This is an optimization exercise on Yosys and OpenROAD, whose aim is small area, a short achievable clock period and few clock cycles, not a production implementation. In this exercise RTL edits were held to simulation tests only and were not proved equivalent to the original. Power and IR drop assume default switching activity.

==> 03-23 <==
==> flow/design.v <==
module fadd (
  input               CLK   ,
  input               RSTn  ,
  input               DVI   ,
  input        [15:0] A     ,
  input        [15:0] B     ,
  output logic        DVO   ,
  output logic [ 5:0] S_TYPE,  
  output logic [15:0] S
);
  localparam logic [4:0] CUTS = 5'b11111;
  logic        ea_max, eb_max, a_nan, b_nan, a_inf, b_inf;
  logic [ 1:0] s0_spec;       
  logic        s0_swap;       
  logic        s0_sign, s0_esub;
  always_comb begin
    ea_max = &A[14:10];
    eb_max = &B[14:10];
    a_nan  = ea_max & (|A[9:0]);
    b_nan  = eb_max & (|B[9:0]);
    a_inf  = ea_max & ~(|A[9:0]);
    b_inf  = eb_max & ~(|B[9:0]);
    if ((a_nan & ~A[9]) | (b_nan & ~B[9]))
      s0_spec = 2'b01;
    else if (a_nan | b_nan | (a_inf & b_inf & (A[15] ^ B[15])))
      s0_spec = 2'b10;
    else if (a_inf | b_inf)
      s0_spec = 2'b11;
    else
      s0_spec = 2'b00;
    s0_swap = B[14:0] > A[14:0];
    if (s0_spec != 2'b00)
      s0_sign = ea_max ? A[15] : B[15];
    else
      s0_sign = s0_swap ? B[15] : A[15];
    s0_esub = A[15] ^ B[15];
  end
  logic [ 1:0] c1_spec;
  logic        c1_sign, c1_esub, c1_swap;
  logic [14:0] c1_a, c1_b;
  if (CUTS[0]) begin : g_c1
    always_ff @(posedge CLK) begin
      c1_spec <= s0_spec; c1_sign <= s0_sign; c1_esub <= s0_esub;
      c1_swap <= s0_swap; c1_a <= A[14:0]; c1_b <= B[14:0];
    end
  end else begin : g_n1
    always_comb begin
      c1_spec = s0_spec; c1_sign = s0_sign; c1_esub = s0_esub;
      c1_swap = s0_swap; c1_a = A[14:0]; c1_b = B[14:0];
    end
  end
  logic [ 4:0] eff_a, eff_b, d_ab, d_ba, d_l, s1_eff;
  logic [ 3:0] sh;            
  logic [10:0] sig_a, sig_b, s1_sigl, sigs;
  logic [11:0] s1_ys;
  logic        s1_sticky;
  always_comb begin
    eff_a = {c1_a[14:11], c1_a[10] | ~(|c1_a[14:10])};
    eff_b = {c1_b[14:11], c1_b[10] | ~(|c1_b[14:10])};
    d_ab  = eff_a - eff_b;
    d_ba  = eff_b - eff_a;
    sig_a = {|c1_a[14:10], c1_a[9:0]};
    sig_b = {|c1_b[14:10], c1_b[9:0]};
    d_l     = c1_swap ? d_ba  : d_ab;
    sh      = d_l[3:0] | {4{d_l[4]}};
    s1_eff  = c1_swap ? eff_b : eff_a;
    s1_sigl = c1_swap ? sig_b : sig_a;
    sigs    = c1_swap ? sig_a : sig_b;
    s1_ys     = {sigs, 1'b0} >> sh;
    s1_sticky = 1'b0;
    for (int i = 0; i < 11; i++)
      if (4'(i + 1) < sh)
        s1_sticky = s1_sticky | sigs[i];
  end
  logic [ 1:0] c2_spec;
  logic        c2_sign, c2_esub, c2_sticky;
  logic [ 4:0] c2_eff;
  logic [10:0] c2_sigl;
  logic [11:0] c2_ys;
  if (CUTS[1]) begin : g_c2
    always_ff @(posedge CLK) begin
      c2_spec <= c1_spec; c2_sign <= c1_sign; c2_esub <= c1_esub;
      c2_eff  <= s1_eff;  c2_sigl <= s1_sigl;
      c2_ys   <= s1_ys;   c2_sticky <= s1_sticky;
    end
  end else begin : g_n2
    always_comb begin
      c2_spec = c1_spec; c2_sign = c1_sign; c2_esub = c1_esub;
      c2_eff  = s1_eff;  c2_sigl = s1_sigl;
      c2_ys   = s1_ys;   c2_sticky = s1_sticky;
    end
  end
  logic [14:0] s2_sum;
  logic [13:0] s2_x;
  logic [ 4:0] s2_effp1;
  always_comb begin
    s2_sum   = {1'b0, c2_sigl, 2'b00, 1'b1} + {c2_esub, {c2_ys, c2_sticky} ^ {13{c2_esub}}, c2_esub};
    s2_x     = s2_sum[14:1];
    s2_effp1 = c2_eff + 5'd1;
  end
  logic [ 1:0] c3_spec;
  logic        c3_sign;
  logic [ 4:0] c3_effp1;      
  logic [13:0] c3_x;
  if (CUTS[2]) begin : g_c3
    always_ff @(posedge CLK) begin
      c3_spec <= c2_spec; c3_sign <= c2_sign; c3_effp1 <= s2_effp1; c3_x <= s2_x;
    end
  end else begin : g_n3
    always_comb begin
      c3_spec = c2_spec; c3_sign = c2_sign; c3_effp1 = s2_effp1; c3_x = s2_x;
    end
  end
  logic [12:0] wm, lim;
  logic [ 3:0] s3_k;
  logic        s3_sub, s3_ovf, s3_zero;
  always_comb begin
    lim = '0;
    for (int i = 0; i < 13; i++)
      if (c3_effp1 >= 5'(13 - i))
        lim[i] = 1'b1;
    s3_sub = ~(|(c3_x[13:1] & lim));
    wm = c3_x[13:1];
    for (int i = 0; i < 13; i++)
      if (c3_effp1 == 5'(13 - i))
        wm[i] = 1'b1;
    s3_k = 4'd13;
    for (int i = 0; i < 13; i++)
      if (wm[i])
        s3_k = 4'(12 - i);
    s3_ovf = (c3_x[13] & (c3_effp1 == 5'd31)) |
             (c3_x[13] & (c3_effp1 == 5'd30) & (&c3_x[12:3]) & (|c3_x[2:0])) |
             (~c3_x[13] & c3_x[12] & (c3_effp1 == 5'd31) & (&c3_x[11:2]) & (|c3_x[1:0]));
    s3_zero = ~(|c3_x[13:1]);
  end
  logic [ 1:0] c4_spec;
  logic        c4_sign, c4_sub, c4_ovf, c4_zero;
  logic [ 4:0] c4_effp1;
  logic [12:0] c4_w;
  logic [ 3:0] c4_k;
  if (CUTS[3]) begin : g_c4
    always_ff @(posedge CLK) begin
      c4_spec <= c3_spec; c4_sign <= c3_sign; c4_effp1 <= c3_effp1; c4_w <= c3_x[13:1];
      c4_k <= s3_k; c4_sub <= s3_sub; c4_ovf <= s3_ovf; c4_zero <= s3_zero;
    end
  end else begin : g_n4
    always_comb begin
      c4_spec = c3_spec; c4_sign = c3_sign; c4_effp1 = c3_effp1; c4_w = c3_x[13:1];
      c4_k = s3_k; c4_sub = s3_sub; c4_ovf = s3_ovf; c4_zero = s3_zero;
    end
  end
  logic [12:0] n;
  logic [ 4:0] e_n;
  logic [15:0] s4_s;
  logic [ 5:0] s4_t;
  always_comb begin
    n   = c4_w << c4_k;
    e_n = c4_sub ? 5'd0 : c4_effp1 - {1'b0, c4_k};
    s4_s[15] = c4_sign;
    case (c4_spec)
      2'b01: begin s4_s[14:0] = 15'h7FFF; s4_t = 6'b000001; end
      2'b10: begin s4_s[14:0] = 15'h7FFF; s4_t = 6'b000010; end
      2'b11: begin s4_s[14:0] = 15'h7C00; s4_t = 6'b000100; end
      default:
        if (c4_ovf) begin
          s4_s[14:0] = 15'h7C00; s4_t = 6'b000100;
        end else begin
          s4_s[14:0] = {e_n, n[11:2]};
          if (!c4_sub)
            s4_t = 6'b100000;
          else if (!c4_zero)
            s4_t = 6'b010000;
          else
            s4_t = 6'b001000;
        end
    endcase
  end
  if (CUTS[4]) begin : g_c5
    always_ff @(posedge CLK) begin
      S <= s4_s; S_TYPE <= s4_t;
    end
  end else begin : g_n5
    always_comb begin
      S = s4_s; S_TYPE = s4_t;
    end
  end
  localparam int LAT = int'(CUTS[0]) + int'(CUTS[1]) + int'(CUTS[2]) + int'(CUTS[3]) + int'(CUTS[4]);
  logic [LAT:0] dv;
  always_comb dv[0] = DVI;
  always_ff @(negedge RSTn, posedge CLK)
    if (!RSTn)
      dv[LAT:1] <= '0;
    else
      dv[LAT:1] <= dv[LAT-1:0];
  always_comb DVO = dv[LAT];
endmodule
==> flow/flow/run.sh <==
#!/bin/bash
# The standard layout, except: no full/half-adder cell extraction before ABC
# (ADDER_MAP_FILE empty), smaller, faster buffers (buf_2) on the ports, and
# a clock tree of clkbuf_8 without dummy loads.
set -o pipefail
bash standard.sh ADDER_MAP_FILE= \
  "BUFFER_PORTS_ARGS=-buffer_cell sky130_fd_sc_hd__buf_2" \
  "CTS_ARGS=-sink_clustering_enable -repair_clock_nets -buf_list sky130_fd_sc_hd__clkbuf_8 -dont_use_dummy_load" \
  finish > orfs_flow.log 2>&1
==> flow/standard.sh <==
#!/bin/bash
# synth_recipe.tcl (not shown) runs the flow's synth.tcl, then flattens the netlist and writes it again
# the make line also repeats each setting of config.mk as NAME=value (left out here)
make -C /OpenROAD-flow-scripts/flow DESIGN_CONFIG=/design/flow/config.mk WORK_HOME=/design/flow/orfs CLKGATE_MAP_FILE= SYNTH_SCRIPT=/design/flow/synth_recipe.tcl "${@:-finish}"
==> flow/config.mk <==
export PLATFORM = sky130hd
export DESIGN_NAME = fadd
export DESIGN_NICKNAME = fadd
export VERILOG_FILES = /design/flow/design.v
export SDC_FILE = /design/flow/constraint.sdc
export NUM_CORES = 8
export LEC_CHECK = 0
export ABC_AREA = 1
export CAP_MARGIN = 20
export CORE_MARGIN = 2
export CORE_UTILIZATION = 60
export CTS_BUF_LIST = sky130_fd_sc_hd__clkbuf_8
export GPL_TIMING_DRIVEN = 0
export SETUP_SLACK_MARGIN = 4.2
export SLEW_MARGIN = 20
==> flow/constraint.sdc <==
create_clock -name core_clock -period 6.5 [get_ports {CLK}]
set_input_delay 1.3000 -clock core_clock [delete_from_list [all_inputs] [get_ports {CLK}]]
set_output_delay 1.3000 -clock core_clock [all_outputs]
set_load 0.01 [all_outputs]
==> 02-24: changes against 03-23 <==
==> flow/design.v (replaced) <==
module fadd (
  input               CLK   ,
  input               RSTn  ,
  input               DVI   ,
  input        [15:0] A     ,
  input        [15:0] B     ,
  output logic        DVO   ,
  output logic [ 5:0] S_TYPE,  
  output logic [15:0] S
);
  localparam logic [4:0] CUTS = 5'b10110;
  logic        ea_max, eb_max, a_nan, b_nan, a_inf, b_inf, swap;
  logic [ 1:0] s0_spec;       
  logic        s0_sign, s0_esub;
  logic [ 4:0] eff_a, eff_b, d_ab, d_ba, s0_sh, s0_eff;
  logic [10:0] sig_a, sig_b, s0_sigl, s0_sigs;
  always_comb begin
    ea_max = &A[14:10];
    eb_max = &B[14:10];
    a_nan  = ea_max & (|A[9:0]);
    b_nan  = eb_max & (|B[9:0]);
    a_inf  = ea_max & ~(|A[9:0]);
    b_inf  = eb_max & ~(|B[9:0]);
    if ((a_nan & ~A[9]) | (b_nan & ~B[9]))
      s0_spec = 2'b01;
    else if (a_nan | b_nan | (a_inf & b_inf & (A[15] ^ B[15])))
      s0_spec = 2'b10;
    else if (a_inf | b_inf)
      s0_spec = 2'b11;
    else
      s0_spec = 2'b00;
    swap  = B[14:0] > A[14:0];
    eff_a = {A[14:11], A[10] | ~(|A[14:10])};
    eff_b = {B[14:11], B[10] | ~(|B[14:10])};
    d_ab  = eff_a - eff_b;
    d_ba  = eff_b - eff_a;
    sig_a = {|A[14:10], A[9:0]};
    sig_b = {|B[14:10], B[9:0]};
    s0_sh   = swap ? d_ba  : d_ab;
    s0_eff  = swap ? eff_b : eff_a;
    s0_sigl = swap ? sig_b : sig_a;
    s0_sigs = swap ? sig_a : sig_b;
    if (s0_spec != 2'b00)
      s0_sign = ea_max ? A[15] : B[15];
    else
      s0_sign = swap ? B[15] : A[15];
    s0_esub = A[15] ^ B[15];
  end
  logic [ 1:0] c1_spec;
  logic        c1_sign, c1_esub;
  logic [ 4:0] c1_sh, c1_eff;
  logic [10:0] c1_sigl, c1_sigs;
  if (CUTS[0]) begin : g_c1
    always_ff @(posedge CLK) begin
      c1_spec <= s0_spec; c1_sign <= s0_sign; c1_esub <= s0_esub;
      c1_sh   <= s0_sh;   c1_eff  <= s0_eff;
      c1_sigl <= s0_sigl; c1_sigs <= s0_sigs;
    end
  end else begin : g_n1
    always_comb begin
      c1_spec = s0_spec; c1_sign = s0_sign; c1_esub = s0_esub;
      c1_sh   = s0_sh;   c1_eff  = s0_eff;
      c1_sigl = s0_sigl; c1_sigs = s0_sigs;
    end
  end
  logic [11:0] s1_ys;
  logic        s1_sticky;
  always_comb begin
    s1_ys     = {c1_sigs, 1'b0} >> c1_sh;
    s1_sticky = 1'b0;
    for (int i = 0; i < 11; i++)
      if (5'(i + 1) < c1_sh)
        s1_sticky = s1_sticky | c1_sigs[i];
  end
  logic [ 1:0] c2_spec;
  logic        c2_sign, c2_esub, c2_sticky;
  logic [ 4:0] c2_eff;
  logic [10:0] c2_sigl;
  logic [11:0] c2_ys;
  if (CUTS[1]) begin : g_c2
    always_ff @(posedge CLK) begin
      c2_spec <= c1_spec; c2_sign <= c1_sign; c2_esub <= c1_esub;
      c2_eff  <= c1_eff;  c2_sigl <= c1_sigl;
      c2_ys   <= s1_ys;   c2_sticky <= s1_sticky;
    end
  end else begin : g_n2
    always_comb begin
      c2_spec = c1_spec; c2_sign = c1_sign; c2_esub = c1_esub;
      c2_eff  = c1_eff;  c2_sigl = c1_sigl;
      c2_ys   = s1_ys;   c2_sticky = s1_sticky;
    end
  end
  logic [13:0] s2_x;
  always_comb
    if (c2_esub)
      s2_x = {1'b0, c2_sigl, 2'b00} - {1'b0, c2_ys, c2_sticky};
    else
      s2_x = {1'b0, c2_sigl, 2'b00} + {1'b0, c2_ys, c2_sticky};
  logic [ 1:0] c3_spec;
  logic        c3_sign;
  logic [ 4:0] c3_eff;
  logic [13:0] c3_x;
  if (CUTS[2]) begin : g_c3
    always_ff @(posedge CLK) begin
      c3_spec <= c2_spec; c3_sign <= c2_sign; c3_eff <= c2_eff; c3_x <= s2_x;
    end
  end else begin : g_n3
    always_comb begin
      c3_spec = c2_spec; c3_sign = c2_sign; c3_eff = c2_eff; c3_x = s2_x;
    end
  end
  logic [12:0] wm;
  logic [ 3:0] s3_k;
  always_comb begin
    wm = c3_x[13:1];
    for (int i = 0; i < 13; i++)
      if (c3_eff == 5'(12 - i))
        wm[i] = 1'b1;
    s3_k = 4'd13;
    for (int i = 0; i < 13; i++)
      if (wm[i])
        s3_k = 4'(12 - i);
  end
  logic [ 1:0] c4_spec;
  logic        c4_sign;
  logic [ 4:0] c4_eff;
  logic [13:0] c4_x;
  logic [ 3:0] c4_k;
  if (CUTS[3]) begin : g_c4
    always_ff @(posedge CLK) begin
      c4_spec <= c3_spec; c4_sign <= c3_sign; c4_eff <= c3_eff; c4_x <= c3_x; c4_k <= s3_k;
    end
  end else begin : g_n4
    always_comb begin
      c4_spec = c3_spec; c4_sign = c3_sign; c4_eff = c3_eff; c4_x = c3_x; c4_k = s3_k;
    end
  end
  logic [12:0] n;
  logic [ 4:0] e_n;
  logic        ovf;
  logic [15:0] s4_s;
  logic [ 5:0] s4_t;
  always_comb begin
    n   = c4_x[13:1] << c4_k;
    e_n = n[12] ? c4_eff + 5'd1 - 5'(c4_k) : 5'd0;
    ovf = (c4_eff == 5'd30 && c4_x[13]) ||
          (e_n == 5'd30 && (&n[11:2]) && ((|n[1:0]) | c4_x[0]));
    s4_s[15] = c4_sign;
    case (c4_spec)
      2'b01: begin s4_s[14:0] = 15'h7FFF; s4_t = 6'b000001; end
      2'b10: begin s4_s[14:0] = 15'h7FFF; s4_t = 6'b000010; end
      2'b11: begin s4_s[14:0] = 15'h7C00; s4_t = 6'b000100; end
      default:
        if (ovf) begin
          s4_s[14:0] = 15'h7C00; s4_t = 6'b000100;
        end else begin
          s4_s[14:0] = {e_n, n[11:2]};
          if (n[12])
            s4_t = 6'b100000;
          else if (|n[11:2])
            s4_t = 6'b010000;
          else
            s4_t = 6'b001000;
        end
    endcase
  end
  if (CUTS[4]) begin : g_c5
    always_ff @(posedge CLK) begin
      S <= s4_s; S_TYPE <= s4_t;
    end
  end else begin : g_n5
    always_comb begin
      S = s4_s; S_TYPE = s4_t;
    end
  end
  localparam int LAT = int'(CUTS[0]) + int'(CUTS[1]) + int'(CUTS[2]) + int'(CUTS[3]) + int'(CUTS[4]);
  logic [LAT:0] dv;
  always_comb dv[0] = DVI;
  always_ff @(negedge RSTn, posedge CLK)
    if (!RSTn)
      dv[LAT:1] <= '0;
    else
      dv[LAT:1] <= dv[LAT-1:0];
  always_comb DVO = dv[LAT];
endmodule
==> flow/flow/run.sh (replaced) <==
#!/bin/bash
# The standard layout, with smaller, faster buffers (buf_2) on the ports.
set -o pipefail
bash standard.sh "BUFFER_PORTS_ARGS=-buffer_cell sky130_fd_sc_hd__buf_2" finish > orfs_flow.log 2>&1
Settings changed: CTS_BUF_LIST sky130_fd_sc_hd__clkbuf_8 to default, SETUP_SLACK_MARGIN 4.2 to 2.5.
==> qor summary <==
                                                       02-24           03-23
Number of placement rows                                  35              38
Run status                                    finished clean  finished clean
Critical path data arrival time                      4080 ps         2650 ps
Cts bufs inserted                                          9              17
Data required, critical path                         6760 ps         6840 ps
Cell area after layout                         0.00629 sq mm   0.00754 sq mm
Placer congestion estimate                             0.955           0.917
Crit. Startpoint                                        A[2]            A[3]
Total met3 wirelength after detailed routing          509 um          864 um
Maximum level of the CTS H-tree                            3               4
Register cell area after layout                0.00162 sq mm   0.00292 sq mm
Layout clock area frac                                 3.46%           3.10%
Tapcells                                                 111             140
Clock share of power                                   16.2%           18.3%
Peak per-stage delay on the critical path             300 ps          290 ps
Routed length per placed instance                    13.4 um         14.0 um
Number of global-route vias before repair               5099            5699
Testbench counts of 03-23, summed over its fixed seeds: cycles 4,136.
Testbench counts of 02-24, summed over its fixed seeds: cycles 4,120.

==> re-timing with driven ports <==
The results above use ideal ports. As a check the final layouts listed here were re-extracted and re-timed, cells and wires unchanged.
Step 1 (the two cells are an assumption about what drives the block):
set clk [get_ports {CLK}]
set_driving_cell -lib_cell sky130_fd_sc_hd__clkbuf_16 $clk
set_driving_cell -lib_cell sky130_fd_sc_hd__buf_2 [delete_from_list [all_inputs] $clk]
Step 2 adds t to the input delays and takes it off the output delays; t is the mean of the earliest and latest rising clock arrival at the registers after step 1. Input paths then give back, and output paths get back, about the clock's delay inside the block.
Slacks: no drivers / after step 1 / after step 2; pairs: no drivers / after step 1.
run	shift t [ns]	setup WS [ns]	worst register clock-pin slew, ns	cell pins on the clock port's net
03-23	0.477	4.190 / 4.204 / 3.728	0.08 / 0.08	1
02-24	0.381	2.679 / 2.689 / 2.308	0.09 / 0.09	1
After both steps every run listed still meets setup and hold. For 03-23, which loses most, drivers alone change the setup slack by +0.014 ns; drivers and shift together by -0.462 ns.
